Context: an optimization exercise on an open-source flow, tuned for small area and a short achievable clock period. The choices shown serve that exercise and are no tape-out recipe.
Function was not checked in any run shown here: the RTL went through the layout flow alone.
Power figures rest on the tool's default switching activity, not on a simulated workload.

==> design.v <==
module alu_pre(instruction, regA, regB, p, g, cin, sl, sr, amt, fctl, f2);
input  [31:0] instruction, regA, regB;
output [31:0] p;           
output [31:0] g;           
output        cin;         
output        sl, sr;      
output [2:0]  amt;         
output [3:0]  fctl;        
output        f2;          
wire [5:0] op = instruction[31:26];
wire [5:0] fn = instruction[5:0];
wire       rsz = (instruction[25:21] == 5'b0);
wire [31:0] rs = rsz ? regA : regB;
wire [31:0] rt = rsz ? regB : regA;
wire r = (op == 6'b000000);
wire r_add  = r & (fn == 6'b100000);
wire r_addu = r & (fn == 6'b100001);
wire r_sub  = r & (fn == 6'b100010);
wire r_subu = r & (fn == 6'b100011);
wire r_and  = r & (fn == 6'b100100);
wire r_or   = r & (fn == 6'b100101);
wire r_xor  = r & (fn == 6'b100110);
wire r_nor  = r & (fn == 6'b100111);
wire r_slt  = r & (fn == 6'b101010);
wire r_sltu = r & (fn == 6'b101011);
wire r_sll  = r & (fn == 6'b000000);
wire r_srl  = r & (fn == 6'b000010 || fn == 6'b000011);
wire r_sllv = r & (fn == 6'b000100);
wire r_srlv = r & (fn == 6'b000110 || fn == 6'b000111);
wire i_addi  = (op == 6'b001000);
wire i_addiu = (op == 6'b001001);
wire i_andi  = (op == 6'b001100);
wire i_ori   = (op == 6'b001101);
wire i_xori  = (op == 6'b001110);
wire i_beq   = (op == 6'b000100) | (op == 6'b000101);
wire i_slti  = (op == 6'b001010);
wire i_sltiu = (op == 6'b001011);
wire i_mem   = (op == 6'b100011) | (op == 6'b101011);
wire sub   = r_sub | r_subu | r_slt | r_sltu | i_beq | i_slti | i_sltiu;
wire add   = r_add | r_addu | i_addi | i_addiu | i_mem;
wire simm  = i_addi | i_slti | i_mem;
wire uimm  = i_addiu | i_andi | i_ori | i_xori | i_sltiu;
wire l_and = r_and | i_andi;
wire l_or  = r_or | i_ori;
wire l_xor = r_xor | i_xori;
wire shl   = r_sll | r_sllv;
wire shr   = r_srl | r_srlv;
wire shc   = r_sll | r_srl;
wire big   = (r_sllv | r_srlv) & (|rs[31:5]);
wire [31:0] imm = {{16{simm & instruction[15]}}, instruction[15:0]};
wire [31:0] b  = (simm | uimm) ? imm : rt;
wire [31:0] bs = sub ? ~b : b;
wire [31:0] rtr;
genvar i;
generate for (i = 0; i < 32; i = i + 1) begin : rev
    assign rtr[i] = rt[31-i];
end endgenerate
wire [4:0]  sa = shc ? instruction[10:6] : rs[4:0];
wire [31:0] x0 = shr ? rtr : rt;
wire [31:0] x1 = sa[4] ? {x0[15:0], 16'b0} : x0;
wire [31:0] x2 = sa[3] ? {x1[23:0], 8'b0} : x1;
wire [31:0] arith_p = rs ^ bs;
wire [31:0] arith_g = rs & bs;
wire [31:0] logic_r = ({32{l_and}} & (rs & b)) | ({32{l_or}} & (rs | b))
                    | ({32{l_xor}} & (rs ^ b)) | ({32{r_nor}} & ~(rs | b));
wire        sh = (shl | shr) & ~big;
assign p = ({32{add | sub}} & arith_p) | logic_r | ({32{sh}} & x2);
assign g = {32{add | sub}} & arith_g;
assign cin = sub;
assign sl = shl;
assign sr = shr;
assign amt = sa[2:0];
assign fctl = {((r_add | r_sub) & ~arith_p[31]) | i_addi,
               i_addi ? instruction[15] : rs[31],
               r_slt | i_slti, r_sltu | i_sltiu};
assign f2 = i_beq & (regA == regB);
endmodule
module alu(p, g, cin, sl, sr, amt, fctl, f2, result, flags);
input  [31:0] p, g;
input         cin, sl, sr;
input  [2:0]  amt;
input  [3:0]  fctl;
input         f2;
output [31:0] result;
output [2:0]  flags;
wire [31:0] gg [0:5];
wire [31:0] pp [0:5];
assign gg[0] = {g[31:1], g[0] | (p[0] & cin)};
assign pp[0] = p;
genvar i, l;
generate for (l = 0; l < 5; l = l + 1) begin : lvl
    for (i = 0; i < 32; i = i + 1) begin : bt
        if (i >= (1 << l)) begin : m
            assign gg[l+1][i] = gg[l][i] | (pp[l][i] & gg[l][i - (1 << l)]);
            assign pp[l+1][i] = pp[l][i] & pp[l][i - (1 << l)];
        end else begin : k
            assign gg[l+1][i] = gg[l][i];
            assign pp[l+1][i] = pp[l][i];
        end
    end
end endgenerate
wire [32:0] c = {gg[5], cin};            
wire [31:0] sum = p ^ c[31:0];
wire [31:0] y0 = amt[2] ? {p[27:0], 4'b0} : p;
wire [31:0] y1 = amt[1] ? {y0[29:0], 2'b0} : y0;
wire [31:0] y  = amt[0] ? {y1[30:0], 1'b0} : y1;
wire [31:0] yr;
generate for (i = 0; i < 32; i = i + 1) begin : rev
    assign yr[i] = y[31-i];
end endgenerate
assign result = sl ? y : sr ? yr : sum;
assign flags = {f2, (fctl[1] & sum[31]) | (fctl[0] & ~c[32]),
                fctl[3] & (c[31] ^ fctl[2])};
endmodule
module alu_top(clk, instruction, regA, regB, result, flags);
input clk;
input [31:0] instruction, regA, regB;
output [31:0] result;
output [2:0] flags;
wire [31:0] p_d, g_d;
wire        cin_d, sl_d, sr_d, f2_d;
wire [2:0]  amt_d;
wire [3:0]  fctl_d;
reg  [31:0] p_q, g_q;
reg         cin_q, sl_q, sr_q, f2_q;
reg  [2:0]  amt_q;
reg  [3:0]  fctl_q;
reg  [31:0] result_q;
reg  [2:0]  flags_q;
wire [31:0] result_d;
wire [2:0]  flags_d;
alu_pre u_pre(.instruction(instruction), .regA(regA), .regB(regB),
              .p(p_d), .g(g_d), .cin(cin_d), .sl(sl_d), .sr(sr_d),
              .amt(amt_d), .fctl(fctl_d), .f2(f2_d));
alu u_alu(.p(p_q), .g(g_q), .cin(cin_q), .sl(sl_q), .sr(sr_q), .amt(amt_q),
          .fctl(fctl_q), .f2(f2_q), .result(result_d), .flags(flags_d));
always @(posedge clk) begin
    p_q <= p_d;
    g_q <= g_d;
    cin_q <= cin_d;
    sl_q <= sl_d;
    sr_q <= sr_d;
    amt_q <= amt_d;
    fctl_q <= fctl_d;
    f2_q <= f2_d;
    result_q <= result_d;
    flags_q <= flags_d;
end
assign result = result_q;
assign flags = flags_q;
endmodule
==> run.sh <==
#!/bin/bash
# synth_recipe.tcl (not shown) runs the flow's synth.tcl, then flattens the netlist and writes it again
# the make line also repeats each setting of config.mk as NAME=value (left out here)
make -C /OpenROAD-flow-scripts/flow DESIGN_CONFIG=/design/flow/config.mk WORK_HOME=/design/flow/orfs CLKGATE_MAP_FILE= SYNTH_SCRIPT=/design/flow/synth_recipe.tcl finish
==> config.mk <==
export PLATFORM = sky130hd
export DESIGN_NAME = alu_top
export DESIGN_NICKNAME = alu_top
export VERILOG_FILES = /design/flow/design.v
export SDC_FILE = /design/flow/constraint.sdc
export NUM_CORES = 4
export LEC_CHECK = 0
export CAP_MARGIN = 20
export CORE_MARGIN = 2
export CORE_UTILIZATION = 40
export SETUP_SLACK_MARGIN = 2.8
export SLEW_MARGIN = 20
==> constraint.sdc <==
create_clock -name core_clock -period 6.0 [get_ports {clk}]
set_input_delay 1.2000 -clock core_clock [delete_from_list [all_inputs] [get_ports {clk}]]
set_output_delay 1.2000 -clock core_clock [all_outputs]
set_load 0.01 [all_outputs]
==> results of run 1 <==
==> what timing repair did <==
item | 4_1_cts | 5_1_grt
resized for setup | 168 | 71
endpoints found under the hold margin | 0 | 0
buffers inserted | 37 | 26
cloned | 11 | 2
pin swaps | 30 | 49
setup endpoints to repair | 81 | 69
==> cell usage in the layout (no fill, tap or decap), drive strengths merged, types with 7 or more instances in the layout <==
cell type        n
ha              98
o221ai           7
nand2b          11
dlymetal6s2s     7
clkbuf          13
and2            38
o21a             9
a222oi          31
o211ai          18
xnor2           16
buf             87
o22ai            9
and3            13
xor2            68
nand4           18
nand2          250
mux2            31
clkdlybuf4s50  107
o21ai           75
a21o            12
o2111ai          8
a31oi           38
dfxtp          110
mux4            15
mux2i          112
nand3           51
nor4            23
o21bai           9
a21oi           77
inv             85
nor3            20
a211oi          15
nor2            80
==> logic make-up after synthesis <==
family / after synthesis / share of synthesized area
buf+inv: 199 / 0.06967
xor+xnor: 84 / 0.06452
simple gates: 529 / 0.2119
mux: 158 / 0.1596
fa+ha+maj: 98 / 0.1075
compound gates: 333 / 0.1937
flops: 110 / 0.1931
==> layout make-up <==
class,count,area (um2)
clock buffer,11,242.7
clock inverter,5,51.30
fill,2620,12860
inverter,85,345.3
multi-input combinational,1207,9339
sequential,110,2203
tap,378,473.0
timing repair buffer,213,2417
==> sequential cells by signal, indices dropped and copies added (netlist names) <==
signal,flops
g_q,32
p_q,32
result_q,32
fctl_q,4
amt_q,3
flags_q,3
cin_q,1
f2_q,1
sl_q,1
sr_q,1
==> power by group <==
part           leakage, nW  switching (W)  internal [W]  total (W)
clock network        0.144       0.000302      0.000303   0.000605
logic                 5.35       0.000502      0.000441   0.000943
registers            0.907       0.000108      0.000802   0.000910
==> worst max path at each step <==
stage	start	to	slack [ps]
final	instruction[2]	p_q[31]	2500
after global routing	instruction[24]	p_q[6]	2450
after CTS	instruction[31]	p_q[31]	2560
after detailed placement	instruction[29]	p_q[23]	1290
after global placement	instruction[29]	p_q[26]	1320
after floorplan	instruction[28]	p_q[31]	2430
==> through the flow <==
| step | power [W] | util | setup slack [ps] | instances |
|---|---|---|---|---|
| floorplan | 0.001384 | - | 2430 | 1511 |
| global placement | 0.001722 | 0.4615 | 1318 | 1917 |
| detailed placement | 0.001738 | 0.4615 | 1289 | 1917 |
| CTS | 0.002409 | 0.5176 | 2560 | 1981 |
| global route | 0.002584 | 0.5396 | 2445 | 2009 |
| finish | 0.002458 | 0.5396 | 2496 | 2009 |
==> routing by layer <==
| layer | vias to the layer above | share of wire |
|---|---|---|
| met3 | 161 | 0.091 |
| met4 | 0 | 0.051 |
| li1 | 5643 | - |
| met2 | 702 | 0.46 |
| met1 | 5886 | 0.39 |
| met5 | - | 0 |
==> results.json, run 1 <==
{
  "leakage_nw": 6.404,
  "synth_top_area_cell": "dfxtp_1",
  "async_flop_share": 0,
  "netlist_instances": 1511,
  "worstPathMaxFanout": 32,
  "grt_pass1_wl_mm": 68.14,
  "min_to": "flags_q[2]",
  "yosysSeqAreaShare": 0.1931,
  "synth_top_area_share": 0.1931,
  "cts_hold_buf": 0,
  "min_path_type": "register to register",
  "clk_pin_slew_ps": 80,
  "drt-initial-drc-count": 1569,
  "grt_usage": 0.2909,
  "grt_pass1_vias": 11618,
  "ys_ff_latch": 110,
  "yosys-top-cells-count": "250 x nand2_1, 111 x mux2i_1, 110 x dfxtp_1",
  "start_kind": "input pin",
  "rr_startpoint": "p_q[8]",
  "routed_via_density": 6.168,
  "syn_area_um2": 11400,
  "syn2layout_area_growth_pct": 32.17,
  "ff2ff_path_depth": 8,
  "start_util": 0.4082,
  "cap_violations": 0,
  "cts_root_buf": "clkbuf_16",
  "hold_viol_final": 0,
  "rsz0062_at_grt": "true",
  "crit_slowest_cell": "dlygate4sd2_1",
  "path_delay_family": "compound AO/OA/AOI/OAI gates",
  "drt_pass1_iterations": 7,
  "finalSetupTns_ps": 0,
  "power_density_nw_per_um2": 163.1,
  "cts.sinks": 110,
  "finalWirelength_mm": 45.83,
  "drv_slew": 0,
  "cts_tree": "done",
  "synth_edf_count": 0,
  "fin_crit_sh": 0.5840,
  "synthMostInstantiatedCell": "nand2_1",
  "dpl_cell_area_um2": 12890,
  "synth_warnings": 2,
  "chipHeight_um": 172.8,
  "cts-htree-levels": 3,
  "antenna_found_initial": 0,
  "relSlewSlack": 0.3330,
  "hpwlAfterDp_mm": 31.46,
  "clockBufferDepth": 2,
  "path_cells": "dlygate4sd2_1 -> nor4b_4 -> a22o_4 -> buf_4 -> buf_6 -> a211o_4 -> buf_12 -> a222oi_1 -> nand2_1 -> a221o_1",
  "fin_area_um2": 15070,
  "vias": 12392,
  "finClkSkew_ps": 11.97,
  "setup_viol_count_final": 0,
  "n_antenna_cell": 0,
  "fmax_mhz": 285.4,
  "port-buffer-count": 126,
  "critPathRequiredTime_ps": 6230,
  "worstSetupEndpointType": "register",
  "reg2reg_to": "flags_q[1]",
  "postSynthAreaPerCell_um2": 7.547,
  "core-area_um2": 27930,
  "drive_gt1_frac": 0.1704,
  "ys.flop_type": "dfxtp_1",
  "fin_crit_ps": 3504,
  "ant_nets": 0,
  "rrSetupSlack_ps": 2920,
  "cts_made_buffers": 9,
  "pin_count": 132,
  "tightest_slew_ps": 1001,
  "insertion_delay_ps": 360,
  "grt_max_degree": 65,
  "yosysUniqueCellTypes": 64,
  "die_area_um2": 29880,
  "cp.depth": 10,
  "synthTopCellsByArea": "dfxtp_1 19%, ha_1 11%, mux2i_1 9.7%, nand2_1 8.2%, xor2_1 5.2%",
  "crit_type": "input pin to register",
  "gr-total-overflow": 0,
  "max_stage_delay_ps": 510,
  "path_buf_inv": 4,
  "final_net_count": 1821,
  "drcViolationCount": 0,
  "fin_hold_ws_ps": 336.5,
  "vdd_drop_max_mv": 0.1306,
  "wl_per_cell_um": 22.81,
  "die_w_um": 172.8,
  "rows": 61,
  "grt_busiest_layer": "met2",
  "status": "no timing/DRC/antenna violations",
  "met1_usage": 0.3750,
  "place_congestion": 0.9542,
  "worstHoldStart": "f2_q",
  "whs_path_depth": 0,
  "syn-num-nets": 1706,
  "worst_ep_arrival_time_ps": 3740,
  "gr-usage-met2": 0.4805,
  "grt_use_met3": 0.04156
}
==> inputs of run 2 (changes only) <==
--- a/config.mk
+++ b/config.mk
@@ -8,5 +8,5 @@
 export CAP_MARGIN = 20
 export CORE_MARGIN = 2
 export CORE_UTILIZATION = 40
-export SETUP_SLACK_MARGIN = 2.8
+export SETUP_SLACK_MARGIN = 3.5
 export SLEW_MARGIN = 20
==> run 2 against run 1 <==
Compared with the run above:
- still clean
- sequential power increased by 0.7%
- clock skew is 2.0 ps higher
- fmax is 0.14% higher
- count of clock-buffer cells in the layout down 1
- critical endpoint is now p_q[29]
- largest cell class unchanged
- highest routed layer unchanged
==> results.json, run 2 <==
{
  "drt_pass1_iterations": 6,
  "hold_viol_final": 0,
  "min_path_type": "register to register",
  "vdd_drop_max_mv": 0.1348,
  "synth_xor_area_frac": 0.06452,
  "ff2ff_path_depth": 12,
  "synth_mux_area_frac": 0.1596,
  "final_util": 0.5529,
  "ys_ff_latch": 110,
  "synth_top_area_share": 0.1931,
  "fmax_mhz": 285.8,
  "grt_max_degree": 49,
  "rows": 61,
  "fin_crit_ps": 3499,
  "finalWirelength_mm": 46.92,
  "cts_hold_buf": 0,
  "synth-compound-area-share": 0.1937,
  "critPathRequiredTime_ps": 6260,
  "fin_crit_sh": 0.5832,
  "die_area_um2": 29880,
  "finClkSkew_ps": 13.97,
  "relSlewSlack": 0.4916,
  "drt-initial-drc-count": 1610,
  "syn_area_um2": 11400,
  "ys.flop_type": "dfxtp_1",
  "grt_pass1_vias": 11740,
  "synthAdderAreaFrac": 0.1075,
  "syn2layout_area_growth_pct": 35.44,
  "ant_nets": 0,
  "gr-total-overflow": 0,
  "synthMostInstantiatedCell": "nand2_1",
  "routed.top_layer": "met4",
  "worstPathMaxFanout": 6,
  "drv_slew": 0,
  "wl_met2_mm": 21.59,
  "whs_path_depth": 0,
  "crit_type": "input pin to register",
  "drcViolationCount": 0,
  "yosys.area_share.simple": 0.2119,
  "clk_pin_slew_ps": 80,
  "fin_hold_ws_ps": 332.0,
  "syn-num-nets": 1706,
  "die_w_um": 172.8,
  "grt_pass1_wl_mm": 69.94,
  "min_to": "flags_q[2]",
  "antenna_found_initial": 0,
  "vias": 12427,
  "cts_tree": "done",
  "reg_top3": "g_q: 32 flops, p_q: 32 flops, result_q: 32 flops",
  "cts.sinks": 110,
  "tightest_slew_ps": 761.7,
  "cap_violations": 0,
  "grt_usage": 0.2983,
  "hpwlAfterDp_mm": 31.87,
  "leakage_nw": 6.593,
  "yosys-top-cells-count": "250 x nand2_1, 111 x mux2i_1, 110 x dfxtp_1",
  "postSynthAreaPerCell_um2": 7.547,
  "finalSetupTns_ps": 0,
  "place_congestion": 0.9657,
  "power_density_nw_per_um2": 160.9,
  "async_flop_share": 0,
  "status": "no timing/DRC/antenna violations",
  "start_util": 0.4082,
  "synthTopCellsByArea": "dfxtp_1 19%, ha_1 11%, mux2i_1 9.7%, nand2_1 8.2%, xor2_1 5.2%",
  "start_kind": "input pin",
  "n_antenna_cell": 0,
  "pin_count": 132,
  "port-buffer-count": 126,
  "mostFrequentLayoutCells": "238 x nand2_1, 97 x mux2i_1, 92 x dfxtp_1, 92 x clkdlybuf4s50_1, 81 x inv_1",
  "final_net_count": 1847,
  "clockBufferDepth": 2,
  "synth_edf_count": 0,
  "synth_top_family_by_area": "simple AND/OR/NAND/NOR gates",
  "rr_startpoint": "p_q[0]",
  "rsz0062_at_grt": "true",
  "worstHoldStart": "f2_q",
  "netlist_instances": 1511,
  "yosysSeqAreaShare": 0.1931,
  "m1WireLength_mm": 18.79,
  "routed_via_density": 6.107,
  "cts_root_buf": "clkbuf_16",
  "synth_warnings": 2,
  "cts_made_buffers": 9,
  "insertion_delay_ps": 360,
  "worstSetupEndpointType": "register",
  "setup_viol_count_final": 0,
  "chipHeight_um": 172.8,
  "core-area_um2": 27930,
  "cts-htree-levels": 3,
  "reg2reg_to": "result_q[20]",
  "yosysUniqueCellTypes": 64,
  "dr_wl_met3_mm": 4.205,
  "worst_ep_arrival_time_ps": 3760,
  "drive_gt1_frac": 0.2269,
  "final_common_cell": "nand2_1",
  "wl_per_cell_um": 23.06,
  "synth_top_area_cell": "dfxtp_1",
  "rrSetupSlack_ps": 3310
}
[run 2: cell count changes in the layout (fill, tap and decap cells not counted), sizes merged]
cell,delta
and2,-1
buf,+26
bufbuf,-2
clkdlybuf4s50,-15
clkinv,-1
clkinvlp,+1
dlygate4sd2,+10
dlymetal6s2s,+5
inv,+2
nand2,+2
o22ai,-1
[run 2: metrics by stage]
step,cells,area (um2),setup slack (ps),power (W)
6_report,2035,15440,2501,0.002485
5_1_grt,2035,15440,2489,0.002611
4_1_cts,2004,14690,2530,0.002428
3_5_place_dp,1920,12970,1289,0.001743
3_3_place_gp,1920,12970,1346,0.001728
2_1_floorplan,1511,11660,2430,0.001389
[run 2: final cells by class]
cell class                      count  area (um2)
Timing Repair inverter              1       8.758
Tap cell                          378       473.0
Inverter                           85       332.8
Fill cell                        2589       12490
Timing Repair Buffer              238        2514
Sequential cell                   110        2247
Clock inverter                      6       50.05
Clock buffer                       10       239.0
Multi-Input combinational cell   1207        9580
[run 2: layer usage]
metal	vias to the layer above	global-route usage
met1	5872	0.3873
met4	0	0.1176
met3	146	0.04200
met5	-	0
li1	5690	-
met2	719	0.4995
[run 2: power breakdown]
part | total [W] | switching [W] | internal [W]
logic | 0.000971 | 0.000515 | 0.000455
registers | 0.000916 | 0.000111 | 0.000805
clock network | 0.000598 | 0.000297 | 0.000301
[run 2: cell families after synthesis]
logic type | Yosys count
AO/OA/AOI/OAI | 333
XOR/XNOR | 84
adder cells (fa/ha/maj) | 98
buffers and inverters | 199
flip-flops | 110
multiplexers | 158
AND/OR/NAND/NOR | 529
[run 2: repair_timing]
item                       CTS  global route
resized for setup          213           108
pin swaps                   40            49
setup buffers               59            27
gates cloned                 9             4
setup endpoints to repair   96            90
[run 2: how the worst max path moves through the flow]
stage / end / from / depth (start not counted)
2_1_floorplan: p_q[31] / instruction[28] / 11
3_3_place_gp: p_q[23] / instruction[29] / 10
3_5_place_dp: p_q[23] / instruction[29] / 10
4_1_cts: p_q[31] / instruction[29] / 9
5_1_grt: p_q[29] / instruction[26] / 12
6_report: p_q[29] / instruction[29] / 10
[run 2: critical path, cell delays in order]
cell,delay (ps)
buf_8,90
or4_4,560
or3_4,350
or3_4,380
mux2i_4,360
buf_12,180
buf_12,120
mux2i_2,220
nand2_1,90
nand4_1,200

-- what the ideal ports hide --
How much do the figures lean on ideal ports? The routed layouts below were timed once more, with nothing changed but the port constraints.
Step 1 (the two cells are an assumption about what drives the block):
set clk [get_ports {clk}]
set_driving_cell -lib_cell sky130_fd_sc_hd__clkbuf_16 $clk
set_driving_cell -lib_cell sky130_fd_sc_hd__buf_2 [delete_from_list [all_inputs] $clk]
Step 2 moves the port delays by t, midway between the first and last clock arrival at a register: inputs arrive t later, outputs are due t later. That takes back most of the time a late clock gives input paths.
Slacks: ideal / step 1 / step 2; pairs: ideal / step 1.
run | t (ns) | slack for setup (ns) | worst register clock-pin slew, ns | worst slew at a driven data input, ns
run 1 | 0.399 | 2.496 / 2.521 / 2.122 | 0.08 / 0.08 | 0.06
run 2 | 0.402 | 2.501 / 2.504 / 2.102 | 0.08 / 0.08 | 0.06
After both steps setup and hold are still met in every run listed. For run 2, which loses most, drivers alone change the setup slack by +0.003 ns; drivers and shift together by -0.399 ns.
